Context: an optimization exercise on an open-source flow, tuned for small area, a short achievable clock period and few clock cycles per item. The choices shown serve that exercise and are no tape-out recipe.
In this exercise RTL edits were held to simulation tests only and were not proved equivalent to the original.
Power and IR drop assume default switching activity.

== job 5088 ==
==> flow/design.v (excerpt) <==
module cache(
    clk,
    proc_reset,
    proc_read,
    proc_write,
    proc_addr,
    proc_rdata,
    proc_wdata,
    proc_stall,
    mem_read,
    mem_write,
    mem_addr,
    mem_rdata,
    mem_wdata,
    mem_ready
);
    input          clk;
    input          proc_reset;
    input          proc_read, proc_write;
    input   [29:0] proc_addr;
    input   [31:0] proc_wdata;
    output         proc_stall;
    output  [31:0] proc_rdata;
    input  [127:0] mem_rdata;
    input          mem_ready;
    output         mem_read, mem_write;
    output  [27:0] mem_addr;
    output [127:0] mem_wdata;
    integer i, k;
    reg [127:0] data_r  [0:7];
    reg  [25:0] tag_r   [0:7];
    reg   [7:0] valid_r;
    reg   [7:0] dirty_r;
    reg   [3:0] lru_r;           
    reg         done_r, wb_r, rd_r;
    reg         mrd_r;           
    reg         stall_r;         
    reg   [7:0] hw_r;            
    reg   [7:0] vs_r;            
    reg   [7:0] fl_r;            
    reg   [3:0] so_r;            
    reg   [3:0] sw_r;            
    reg         way_r;           
    reg  [31:0] rdata_r;
    reg  [27:0] maddr_r;
    reg [127:0] mwdata_r;
    wire  [1:0] idx    = proc_addr[3:2];
    wire  [1:0] off    = proc_addr[1:0];
    wire [25:0] tag_in = proc_addr[29:4];
    wire        req    = proc_read | proc_write;
    wire        look   = ~(done_r | rd_r);
    wire [3:0] sset  = 4'b0001 << idx;
    wire [3:0] sword = 4'b0001 << off;
    reg [3:0] vict_set, vdirty_set;
    always @(*) begin
        for (i = 0; i < 4; i = i + 1) begin
            vict_set[i] = valid_r[2*i] ? (valid_r[2*i+1] ? lru_r[i] : 1'b1) : 1'b0;
            vdirty_set[i] = vict_set[i] ? (valid_r[2*i+1] & dirty_r[2*i+1])
                                        : (valid_r[2*i] & dirty_r[2*i]);
        end
    end
    reg [7:0] vsel;      
    always @(*) begin
        for (i = 0; i < 8; i = i + 1)
            vsel[i] = sset[i/2] & (vict_set[i/2] == i[0]);
    end
    wire [7:0] sv;
    wire [1:0] idx_n = ~idx;
    genvar gs;
    generate
        for (gs = 0; gs < 8; gs = gs + 1) begin : g_sv
            g_and3 u(.a(gs[2] ? idx[1] : idx_n[1]), .b(gs[1] ? idx[0] : idx_n[0]), .c(valid_r[gs]), .y(sv[gs]));
        end
    endgenerate
  ...
export LEC_CHECK = 0
export CAP_MARGIN = 20
export CORE_MARGIN = 2
export CORE_UTILIZATION = 60
export CTS_CLUSTER_DIAMETER = 100
export CTS_CLUSTER_SIZE = 25
export SLEW_MARGIN = 20
export SYNTH_HIERARCHICAL = 1
export SYNTH_MINIMUM_KEEP_SIZE = 0
export TNS_END_PERCENT = 10
create_clock -name core_clock -period 8.0 [get_ports {clk}]
standard.sh (not shown) runs the stock make flow with config.mk's settings and CLKGATE_MAP_FILE= SYNTH_SCRIPT=/design/flow/synth_recipe.tcl, a recipe that flattens the netlist after the stock synthesis.
==> flow/flow/run.sh <==
#!/bin/bash
set -euo pipefail
bash standard.sh MATCH_CELL_FOOTPRINT=0 SETUP_SLACK_MARGIN=5.8 \
  "BUFFER_PORTS_ARGS=-buffer_cell sky130_fd_sc_hd__buf_2" \
  "CTS_ARGS=-sink_clustering_enable -repair_clock_nets -sink_clustering_size 25 -sink_clustering_max_diameter 100 -dont_use_dummy_load" \
  finish > standard.log 2>&1
Job 5088 completed end to end with timing, DRC and antenna clean.
Testbench counts of job 5088, summed over its fixed seeds: cycles 94,456, requests 18,000.
--- input diff job 5088..job 9934 ---
==> flow/flow/run.sh <==
#!/bin/bash
set -euo pipefail
bash standard.sh MATCH_CELL_FOOTPRINT=0 SETUP_SLACK_MARGIN=5.5 \
  "BUFFER_PORTS_ARGS=-buffer_cell sky130_fd_sc_hd__buf_2" \
  "CTS_ARGS=-sink_clustering_enable -repair_clock_nets -sink_clustering_size 25 -sink_clustering_max_diameter 100 -dont_use_dummy_load" \
  finish > standard.log 2>&1
diff --git a/flow/config.mk b/flow/config.mk
--- a/flow/config.mk
+++ b/flow/config.mk
@@ -14,3 +14,3 @@
 export SYNTH_HIERARCHICAL = 1
 export SYNTH_MINIMUM_KEEP_SIZE = 0
-export TNS_END_PERCENT = 10
+export TNS_END_PERCENT = 5
--- outcome ---
- Synthesized cell count of job 9934 is on par with job 5088.
- Between job 9934 and job 5088, the difference in cell area after synthesis is negligible.
- Compared to job 5088, the routing of job 9934 uses less wire.
- Compare job 9934 and job 5088 | via count of the first global-routing pass lower: job 9934
- Job 9934 ends up with a cell-internal power that is 1.1% lower than in job 5088.
- The higher worst setup slack came out of job 5088.
Setup changes, job 9934 to job 5547
diff --git a/flow/config.mk b/flow/config.mk
--- a/flow/config.mk
+++ b/flow/config.mk
@@ -8,5 +8,5 @@
 export CAP_MARGIN = 20
 export CORE_MARGIN = 2
-export CORE_UTILIZATION = 60
+export CORE_UTILIZATION = 68
 export CTS_CLUSTER_DIAMETER = 100
 export CTS_CLUSTER_SIZE = 25
## What came out
Job 5547 finished end to end and its layout was clean on timing, DRC and antenna.
Delta (job 5547 minus job 9934): pre-CTS setup slack lower; area of all placed cells without fillers roughly the same; part of the total power dissipated in combinational logic higher; wire length of the first global-routing pass higher.

[static timing again, ports no longer ideal]
The results above use ideal ports. As a check the final layouts listed here were re-extracted and re-timed, cells and wires unchanged. Step 1: set_driving_cell puts a clkbuf_16 on clk and a buf_2 on each other input, an assumption about the parent block. Step 2 times the ports against the registers' clock, not the clock port: input delays grow and output delays shrink by t, the midpoint of the rising clock arrivals with the driver on. Slacks: no drivers / after step 1 / after step 2; pairs: no drivers / after step 1.
run	t, ns	slack for setup (ns)	worst setup path at the end	latest minus earliest clock arrival (ns)
job 5088	0.739	5.170 / 4.789 / 4.050	input to register	0.060 / 0.060
job 9934	0.736	5.105 / 4.744 / 4.008	input to register	0.059 / 0.059
job 5547	0.711	5.051 / 4.831 / 4.121	input to register	0.067 / 0.067
After both steps every run listed still meets setup and hold. For job 5088, which loses most, drivers alone change the setup slack by -0.381 ns; drivers and shift together by -1.120 ns.
